This is an optimization exercise on Yosys and OpenROAD, whose aim is a short achievable clock period and few clock cycles, not a production implementation. Function was checked by simulation only, so behaviour that the tests miss may differ from the original. Power is estimated from default activity; no workload was simulated.

==> inputs of v10 <==
==> flow/design.v <==
`timescale 1ns / 1ps
module mips_cpu(
  clk, reset,
  imem_addr, imem_rdata,
  dmem_addr, dmem_wdata, dmem_we, dmem_rdata,
  print_valid, print_data, halted
    );
    input clk;
    input reset;
    output [9:0] imem_addr;
    input [31:0] imem_rdata;
    output [9:0] dmem_addr;
    output [31:0] dmem_wdata;
    output dmem_we;
    input [31:0] dmem_rdata;
    output print_valid;
    output [31:0] print_data;
    output halted;
    reg  [9:0]  fa;          
    reg         fix_v;       
    reg  [31:0] fix_pc;
    reg  [31:0] ra_pred;     
    reg         d_v;
    reg  [31:0] d_ir;
    reg  [31:0] d_pc;
    reg         d_isJ, d_isJr, d_pt;
    reg  [31:0] d_jrt;
    reg  [4:0]  d_rA, d_rB;
    reg         e_v;
    reg  [31:0] e_A, e_B, e_SD;
    reg         e_fwdA, e_fwdB, e_fwdSD;
    reg  [4:0]  e_rd;
    reg         e_wr, e_isLoad, e_isLh, e_isStore, e_isSys, e_isJal;
    reg         e_isBeq, e_isBne, e_isBltz, e_isJr, e_pt;
    reg  [31:0] e_btgt, e_pc4, e_jrt;
    reg         e_opAdd, e_opSub, e_opAnd, e_opOr, e_opXor, e_opNor;
    reg         e_opSlt, e_opSltu, e_opSll, e_opSrl, e_opSra;
    reg  [31:0] m_res, m_SD;
    reg  [4:0]  m_rd;
    reg         m_wr, m_isLoad, m_isLh, m_isStore;
    reg         halt_r;
    reg         pv_r;
    reg  [31:0] pd_r;
    reg  [31:0] rf [1:31];
    wire [31:0] ldata = m_isLh ? {{16{dmem_rdata[15]}}, dmem_rdata[15:0]} : dmem_rdata;
    wire [31:0] wb_data = m_isLoad ? ldata : m_res;
    assign dmem_addr  = m_res[11:2];
    assign dmem_wdata = m_SD;
    assign dmem_we    = m_isStore & ~halt_r;
    integer i;
    always @(posedge clk) begin
      if (reset) begin
        for (i = 1; i < 32; i = i + 1) rf[i] <= 32'd0;
      end else if (m_wr) begin
        rf[m_rd] <= wb_data;
      end
    end
    wire [31:0] A  = e_fwdA  ? m_res : e_A;
    wire [31:0] B  = e_fwdB  ? m_res : e_B;
    wire [31:0] SD = e_fwdSD ? m_res : e_SD;
    wire [31:0] sum  = A + B;
    wire [32:0] dif  = {1'b0, A} - {1'b0, B};
    wire        sltu = dif[32];
    wire        slt  = (A[31] ^ B[31]) ? A[31] : dif[31];
    wire [31:0] shl  = A << B[4:0];
    wire [31:0] shr  = A >> B[4:0];
    wire [31:0] sra  = $signed(A) >>> B[4:0];
    wire [31:0] res =
        ({32{e_opAdd}}  & sum)
      | ({32{e_opSub}}  & dif[31:0])
      | ({32{e_opAnd}}  & (A & B))
      | ({32{e_opOr}}   & (A | B))
      | ({32{e_opXor}}  & (A ^ B))
      | ({32{e_opNor}}  & ~(A | B))
      | {31'd0, (e_opSlt & slt) | (e_opSltu & sltu)}
      | ({32{e_opSll}}  & shl)
      | ({32{e_opSrl}}  & shr)
      | ({32{e_opSra}}  & sra);
    wire eq    = (A == B);
    wire taken = (e_isBeq & eq) | (e_isBne & ~eq) | (e_isBltz & A[31]);
    wire mis_br = (e_isBeq | e_isBne | e_isBltz) & (taken ^ e_pt);
    wire mis_jr = e_isJr & (A != e_jrt);
    wire redirect = e_v & (mis_br | mis_jr);
    wire [31:0] rtgt = e_isJr ? A : (taken ? e_btgt : e_pc4);
    wire halting = e_v & e_isSys & (A == 32'd10);
    always @(posedge clk) begin
      if (reset) begin
        halt_r <= 1'b0;
        pv_r   <= 1'b0;
      end else begin
        if (halting) halt_r <= 1'b1;
        pv_r <= e_v & e_isSys & ~halt_r;
      end
      if (e_v & e_isSys) pd_r <= SD;
    end
    assign halted = halt_r;
    assign print_valid = pv_r;
    assign print_data = pd_r;
    always @(posedge clk) begin
      if (reset) ra_pred <= 32'd0;
      else if (e_v & e_isJal) ra_pred <= e_A;
    end
    always @(posedge clk) begin
      if (reset) begin
        m_wr <= 1'b0;
        m_isLoad <= 1'b0;
        m_isStore <= 1'b0;
      end else begin
        m_wr <= e_v & e_wr;
        m_isLoad <= e_v & e_isLoad;
        m_isStore <= e_v & e_isStore;
      end
      m_res <= res;
      m_SD <= SD;
      m_rd <= e_rd;
      m_isLh <= e_isLh;
    end
    wire [5:0] op = d_ir[31:26];
    wire [4:0] rs = d_ir[25:21];
    wire [4:0] rt = d_ir[20:16];
    wire [4:0] rd = d_ir[15:11];
    wire [4:0] sh = d_ir[10:6];
    wire [5:0] fn = d_ir[5:0];
    wire [15:0] imm = d_ir[15:0];
    wire isR    = (op == 6'h00);
    wire r_sll  = isR & (fn == 6'h00);
    wire r_srl  = isR & (fn == 6'h02);
    wire r_sra  = isR & (fn == 6'h03);
    wire r_jr   = isR & (fn == 6'h08);
    wire r_sys  = isR & (fn == 6'h0c);
    wire r_add  = isR & ((fn == 6'h20) | (fn == 6'h21));
    wire r_sub  = isR & ((fn == 6'h22) | (fn == 6'h23));
    wire r_and  = isR & (fn == 6'h24);
    wire r_or   = isR & (fn == 6'h25);
    wire r_xor  = isR & (fn == 6'h26);
    wire r_nor  = isR & (fn == 6'h27);
    wire r_slt  = isR & (fn == 6'h2a);
    wire r_sltu = isR & (fn == 6'h2b);
    wire r_shi  = r_sll | r_srl | r_sra;
    wire r_other = isR & ~(r_shi | r_jr | r_sys | r_add | r_sub | r_and | r_or
                           | r_xor | r_nor | r_slt | r_sltu);    
    wire i_addi  = (op == 6'h08);
    wire i_addiu = (op == 6'h09);
    wire i_slti  = (op == 6'h0a);
    wire i_andi  = (op == 6'h0c);
    wire i_ori   = (op == 6'h0d);
    wire i_xori  = (op == 6'h0e);
    wire i_lw    = (op == 6'h23);
    wire i_lh    = (op == 6'h21);
    wire i_sw    = (op == 6'h2b);
    wire i_beq   = (op == 6'h04);
    wire i_bne   = (op == 6'h05);
    wire i_bltz  = (op == 6'h01) & (rt == 5'd0);
    wire i_jal   = (op == 6'h03);
    wire wr_rd = isR & ~r_jr & ~r_sys;
    wire wr_rt = i_addi | i_addiu | i_slti | i_andi | i_ori | i_xori | i_lw | i_lh;
    wire [4:0] dst = i_jal ? 5'd31 : (wr_rd ? rd : rt);
    wire d_wr = (wr_rd | wr_rt | i_jal) & (dst != 5'd0);
    wire usesA  = isR | i_addi | i_addiu | i_slti | i_andi | i_ori | i_xori
                | i_lw | i_lh | i_sw | i_beq | i_bne | i_bltz;
    wire usesB  = (isR & ~r_shi & ~r_jr & ~r_sys) | i_beq | i_bne;
    wire usesSD = i_sw | r_sys;
    wire useImm = ~usesB;
    wire [31:0] sext = {{16{imm[15]}}, imm};
    wire [31:0] immv = r_shi ? {27'd0, sh} : i_addiu ? {16'd0, imm} : i_jal ? 32'd0 : sext;
    wire [31:0] rfA = (d_rA == 5'd0) ? 32'd0 : rf[d_rA];
    wire [31:0] rfB = (d_rB == 5'd0) ? 32'd0 : rf[d_rB];
    wire hitA = m_wr & (m_rd == d_rA);
    wire hitB = m_wr & (m_rd == d_rB);
    wire [31:0] d_pc4 = d_pc + 32'd4;
    wire [31:0] valA = hitA ? wb_data : (i_jal ? d_pc4 : rfA);
    wire [31:0] valB = hitB ? wb_data : rfB;
    wire mA = e_v & e_wr & (e_rd == d_rA);
    wire mB = e_v & e_wr & (e_rd == d_rB);
    wire stall = d_v & e_isLoad & ((usesA & mA) | ((usesB | usesSD) & mB));
    wire [31:0] d_btgt = d_pc4 + {sext[29:0], 2'b00};
    wire [31:0] d_jtgt = {d_pc4[31:28], d_ir[25:0], 2'b00};
    always @(posedge clk) begin
      if (reset | redirect | stall | ~d_v) e_v <= 1'b0;
      else e_v <= 1'b1;
      e_A <= valA;
      e_B <= useImm ? immv : valB;
      e_SD <= valB;
      e_fwdA <= mA & ~i_jal;
      e_fwdB <= mB & ~useImm;
      e_fwdSD <= mB;
      e_rd <= dst;
      e_wr <= d_wr;
      e_isLoad <= i_lw | i_lh;
      e_isLh <= i_lh;
      e_isStore <= i_sw;
      e_isSys <= r_sys;
      e_isJal <= i_jal;
      e_isBeq <= i_beq;
      e_isBne <= i_bne;
      e_isBltz <= i_bltz;
      e_isJr <= r_jr;
      e_pt <= d_pt;
      e_btgt <= d_btgt;
      e_pc4 <= d_pc4;
      e_jrt <= d_jrt;
      e_opAdd <= r_add | i_addi | i_addiu | i_lw | i_sw;
      e_opSub <= r_sub;
      e_opAnd <= r_and | i_andi;
      e_opOr  <= r_or | i_ori | i_jal;
      e_opXor <= i_xori;
      e_opNor <= r_nor;
      e_opSlt <= r_slt | i_slti;
      e_opSltu <= r_sltu;
      e_opSll <= r_sll | r_xor | r_other | i_lh;    
      e_opSrl <= r_srl;
      e_opSra <= r_sra;
    end
    wire [31:0] fi = imem_rdata;
    wire [5:0]  f_op = fi[31:26];
    wire        f_isR  = (f_op == 6'h00);
    wire        f_isJ  = (f_op == 6'h02) | (f_op == 6'h03);
    wire        f_isJr = f_isR & (fi[5:0] == 6'h08);
    wire        f_sys  = f_isR & (fi[5:0] == 6'h0c);
    wire        f_shi  = f_isR & ((fi[5:0] == 6'h00) | (fi[5:0] == 6'h02) | (fi[5:0] == 6'h03));
    wire        f_isBr = (f_op == 6'h04) | (f_op == 6'h05) | ((f_op == 6'h01) & (fi[20:16] == 5'd0));
    wire        f_pt   = f_isBr & (fi[15] | (f_op == 6'h05));
    wire [4:0]  f_rA = f_isJr ? 5'd31 : f_sys ? 5'd2 : f_shi ? fi[20:16] :
                       (f_op == 6'h03) ? 5'd0 : fi[25:21];
    wire [4:0]  f_rB = f_sys ? 5'd4 : fi[20:16];
    wire [9:0]  fa1 = fa + 10'd1;
    wire [9:0]  fpred = f_isJ ? fi[9:0] : f_isJr ? ra_pred[11:2] :
                        f_pt ? (fa1 + fi[9:0]) : fa1;
    wire [31:0] d_tgt = d_isJ ? d_jtgt : d_isJr ? d_jrt : d_btgt;
    wire [31:0] pcF = fix_v ? fix_pc : ((d_isJ | d_isJr | d_pt) ? d_tgt : d_pc4);
    always @(posedge clk) begin
      if (reset) begin
        fa <= 10'd0;
        fix_v <= 1'b1;
        fix_pc <= 32'd0;
        d_v <= 1'b0;
      end else if (redirect) begin
        fa <= rtgt[11:2];
        fix_v <= 1'b1;
        fix_pc <= rtgt;
        d_v <= 1'b0;
      end else if (~stall) begin
        fa <= fpred;
        fix_v <= 1'b0;
        d_v <= 1'b1;
      end
      if (~stall) begin
        d_ir <= fi;
        d_pc <= pcF;
        d_isJ <= f_isJ;
        d_isJr <= f_isJr;
        d_pt <= f_pt;
        d_jrt <= ra_pred;
        d_rA <= f_rA;
        d_rB <= f_rB;
      end
    end
    assign imem_addr = fa;
endmodule
==> flow/run.sh <==
#!/bin/bash
# synth_recipe.tcl (not shown) runs the flow's synth.tcl, then flattens the netlist and writes it again
# the make line also repeats each setting of config.mk as NAME=value (left out here)
make -C /OpenROAD-flow-scripts/flow DESIGN_CONFIG=/design/flow/config.mk WORK_HOME=/design/flow/orfs CLKGATE_MAP_FILE= SYNTH_SCRIPT=/design/flow/synth_recipe.tcl finish
==> flow/config.mk <==
export PLATFORM = sky130hd
export DESIGN_NAME = mips_cpu
export DESIGN_NICKNAME = mips_cpu
export VERILOG_FILES = /design/flow/design.v
export SDC_FILE = /design/flow/constraint.sdc
export NUM_CORES = 4
export LEC_CHECK = 0
export ABC_CLOCK_PERIOD_IN_PS = 4000
export CAP_MARGIN = 20
export CORE_MARGIN = 2
export CORE_UTILIZATION = 45
export PLACE_DENSITY = 0.6
export SETUP_SLACK_MARGIN = 5
export SLEW_MARGIN = 20
==> flow/constraint.sdc <==
create_clock -name core_clock -period 10.0 [get_ports {clk}]
set_input_delay 2.0000 -clock core_clock [delete_from_list [all_inputs] [get_ports {clk}]]
set_output_delay 2.0000 -clock core_clock [all_outputs]
set_load 0.01 [all_outputs]
==> inputs of v38, as changes to v10 <==
--- a/flow/design.v
+++ b/flow/design.v
@@ -1,2 +1,21 @@
+module ks_add32(a, b, cin, s, cout);
+  input [31:0] a, b;
+  input cin;
+  output [31:0] s;
+  output cout;
+  wire [31:0] p0 = a ^ b;
+  wire [31:0] g0 = (a & b) | {31'd0, p0[0] & cin};    
+  wire [31:0] g1 = g0 | (p0 & {g0[30:0], 1'b0});
+  wire [31:0] p1 = p0 & {p0[30:0], 1'b0};
+  wire [31:0] g2 = g1 | (p1 & {g1[29:0], 2'b0});
+  wire [31:0] p2 = p1 & {p1[29:0], 2'b0};
+  wire [31:0] g3 = g2 | (p2 & {g2[27:0], 4'b0});
+  wire [31:0] p3 = p2 & {p2[27:0], 4'b0};
+  wire [31:0] g4 = g3 | (p3 & {g3[23:0], 8'b0});
+  wire [31:0] p4 = p3 & {p3[23:0], 8'b0};
+  wire [31:0] c  = g4 | (p4 & {g4[15:0], 16'b0});    
+  assign s = p0 ^ {c[30:0], cin};
+  assign cout = c[31];
+endmodule
 `timescale 1ns / 1ps
 module mips_cpu(
@@ -29,5 +48,4 @@
     reg         e_v;
     reg  [31:0] e_A, e_B, e_SD;
-    reg         e_fwdA, e_fwdB, e_fwdSD;
     reg  [4:0]  e_rd;
     reg         e_wr, e_isLoad, e_isLh, e_isStore, e_isSys, e_isJal;
@@ -56,11 +74,13 @@
       end
     end
-    wire [31:0] A  = e_fwdA  ? m_res : e_A;
-    wire [31:0] B  = e_fwdB  ? m_res : e_B;
-    wire [31:0] SD = e_fwdSD ? m_res : e_SD;
-    wire [31:0] sum  = A + B;
-    wire [32:0] dif  = {1'b0, A} - {1'b0, B};
-    wire        sltu = dif[32];
-    wire        slt  = (A[31] ^ B[31]) ? A[31] : dif[31];
+    wire [31:0] A  = e_A;
+    wire [31:0] B  = e_B;
+    wire [31:0] SD = e_SD;
+    wire [31:0] sum, dif;
+    wire        sum_co, dif_co;
+    ks_add32 u_add(.a(A), .b(B), .cin(1'b0), .s(sum), .cout(sum_co));
+    ks_add32 u_sub(.a(A), .b(~B), .cin(1'b1), .s(dif), .cout(dif_co));
+    wire        sltu = ~dif_co;
+    wire        slt  = A[31] ^ ~B[31] ^ dif_co;
     wire [31:0] shl  = A << B[4:0];
     wire [31:0] shr  = A >> B[4:0];
@@ -68,5 +88,5 @@
     wire [31:0] res =
         ({32{e_opAdd}}  & sum)
-      | ({32{e_opSub}}  & dif[31:0])
+      | ({32{e_opSub}}  & dif)
       | ({32{e_opAnd}}  & (A & B))
       | ({32{e_opOr}}   & (A | B))
@@ -168,5 +188,5 @@
     wire hitA = m_wr & (m_rd == d_rA);
     wire hitB = m_wr & (m_rd == d_rB);
-    wire [31:0] d_pc4 = d_pc + 32'd4;
+    wire [31:0] d_pc4 = {d_pc[31:2] + 30'd1, d_pc[1:0]};
     wire [31:0] valA = hitA ? wb_data : (i_jal ? d_pc4 : rfA);
     wire [31:0] valB = hitB ? wb_data : rfB;
@@ -174,15 +194,13 @@
     wire mB = e_v & e_wr & (e_rd == d_rB);
     wire stall = d_v & e_isLoad & ((usesA & mA) | ((usesB | usesSD) & mB));
-    wire [31:0] d_btgt = d_pc4 + {sext[29:0], 2'b00};
+    wire [30:0] btsum = {d_pc[31:2], 1'b1} + {sext[29:0], 1'b1};
+    wire [31:0] d_btgt = {btsum[30:1], d_pc[1:0]};
     wire [31:0] d_jtgt = {d_pc4[31:28], d_ir[25:0], 2'b00};
     always @(posedge clk) begin
       if (reset | redirect | stall | ~d_v) e_v <= 1'b0;
       else e_v <= 1'b1;
-      e_A <= valA;
-      e_B <= useImm ? immv : valB;
-      e_SD <= valB;
-      e_fwdA <= mA & ~i_jal;
-      e_fwdB <= mB & ~useImm;
-      e_fwdSD <= mB;
+      e_A <= (mA & ~i_jal) ? res : valA;
+      e_B <= useImm ? immv : (mB ? res : valB);
+      e_SD <= mB ? res : valB;
       e_rd <= dst;
       e_wr <= d_wr;
@@ -220,5 +238,8 @@
     wire        f_shi  = f_isR & ((fi[5:0] == 6'h00) | (fi[5:0] == 6'h02) | (fi[5:0] == 6'h03));
     wire        f_isBr = (f_op == 6'h04) | (f_op == 6'h05) | ((f_op == 6'h01) & (fi[20:16] == 5'd0));
-    wire        f_pt   = f_isBr & (fi[15] | (f_op == 6'h05));
+    wire        f_same = (fi[25:21] == fi[20:16]);
+    wire        f_pt   = ((f_op == 6'h04) & (f_same | fi[15]))
+                       | ((f_op == 6'h05) & ~f_same)
+                       | ((f_op == 6'h01) & (fi[20:16] == 5'd0) & fi[15] & (fi[25:21] != 5'd0));
     wire [4:0]  f_rA = f_isJr ? 5'd31 : f_sys ? 5'd2 : f_shi ? fi[20:16] :
                        (f_op == 6'h03) ? 5'd0 : fi[25:21];
==> flow/flow/run.sh (new file) <==
#!/bin/bash
# The standard layout (standard synthesis unchanged), with repair_timing aiming
# for extra setup slack so the layout is pushed below the design's 10 ns period.
set -o pipefail
bash standard.sh SETUP_SLACK_MARGIN=6.5 ABC_CLOCK_PERIOD_IN_PS=3000 finish > flow_make.log 2>&1
==> flow/standard.sh (new file) <==
#!/bin/bash
# synth_recipe.tcl (not shown) runs the flow's synth.tcl, then flattens the netlist and writes it again
# the make line also repeats each setting of config.mk as NAME=value (left out here)
make -C /OpenROAD-flow-scripts/flow DESIGN_CONFIG=/design/flow/config.mk WORK_HOME=/design/flow/orfs CLKGATE_MAP_FILE= SYNTH_SCRIPT=/design/flow/synth_recipe.tcl "${@:-finish}"
--- a/flow/config.mk
+++ b/flow/config.mk
@@ -6,9 +6,7 @@
 export NUM_CORES = 4
 export LEC_CHECK = 0
-export ABC_CLOCK_PERIOD_IN_PS = 4000
 export CAP_MARGIN = 20
 export CORE_MARGIN = 2
 export CORE_UTILIZATION = 45
 export PLACE_DENSITY = 0.6
-export SETUP_SLACK_MARGIN = 5
 export SLEW_MARGIN = 20
removed: flow/run.sh
==> summary of the runs <==
Between v10 and v38, the lower non-clock buffer count is in v10 (gap 232).
In v38 the clock power is higher than in v10, by about 2%.
Global-route usage: v38 is higher than v10 (0.56 points).
In v38 the via count is larger than in v10, by about 6%.
In v38 the hold slack is worse than in v10, by 5.6 ps.
In v38 the critical path depth is lower than in v10, by 6.
Of v10 and v38, v10 has the higher sequential share of layout area (gap 3.1 points).
In v38 the utilization is higher than in v10, by 2.6 points.
Against v38, the flip-flop and latch count of v10 is higher by 3.
Between v10 and v38, the lower synthesized cell count is in v38 (gap 0.37%, measured against v38).
==> figures <==
|  | v10 | v38 |
|---|---|---|
| Outcome | complete, no violations | complete, no violations |
| Portion of synthesized cell area occupied by the leading cell type | 0.426 | 0.419 |
| Global-route wire length before repair | 466 mm | 480 mm |
| Area of the die | 186000 um2 | 189000 um2 |
| Nonclk inv count | 181 | 220 |
| Iteration count of the initial detailed-routing pass | 7 | 9 |
| Combinational share of power | 0.182 | 0.222 |
| Cells on worst reg2reg path | 16 | 10 |
| Post-cts resize count | 71 | 670 |
| Crit path max-delay cell type | a2111oi_2 | nor3_2 |
| Reported combinational group power | 3.03 mW | 3.91 mW |
| Slew at the pin closest to its max-slew limit | 1140 ps | 1240 ps |
| Average instance area after synthesis | 11.6 um2 | 11.9 um2 |
| Cell area after synthesis | 82100 um2 | 83400 um2 |
| Net Switching | 4.96 mW | 5.47 mW |
| Post-CTS Setup Bufs | 17 | 130 |
| First DRT Iteration DRCs | 8899 | 10.2k |
| Overall Global Routing Usage | 0.354 | 0.359 |
| Row Count | 156 | 158 |
| Standard cell core area | 181000 um2 | 185000 um2 |
| Maximum vdd ir drop | 162 uV | 139 uV |
| Post-detailed-placement half-perimeter wirelength | 221 mm | 217 mm |
Testbench counts of v10, summed over its fixed seeds: cycles 168,706.
Testbench counts of v38, summed over its fixed seeds: cycles 167,082.

-- separate check: timing with driven ports --
The flow's constraints put no driver on any port. The routed layouts listed below were extracted and timed again, unchanged, in two steps.
Step 1 sets driving cells, clkbuf_16 on the clock port and buf_2 on the other inputs (assumed; they add their load-dependent delay and slew).
Step 2 moves the port delays by t, midway between the first and last clock arrival at a register: inputs arrive t later, outputs are due t later. That takes back most of the time a late clock gives input paths.
a / b / c = no drivers / after step 1 / after step 2; a / b = the first two.
| run | t (ns) | slack for setup (ns) | worst hold slack (ns) | worst data-port slew with drivers (ns) | cell pins on the clock port's net |
|---|---|---|---|---|---|
| v10 | 0.897 | 5.069 / 5.069 / 4.273 | 0.339 / 0.339 / 0.339 | 0.11 | 1 |
| v38 | 0.913 | 6.419 / 6.419 / 5.598 | 0.333 / 0.333 / 0.333 | 0.07 | 1 |
After both steps every run listed still meets setup and hold. The setup slack of v38, which loses most, moves by 0.000 ns with the drivers and by -0.821 ns with both steps.
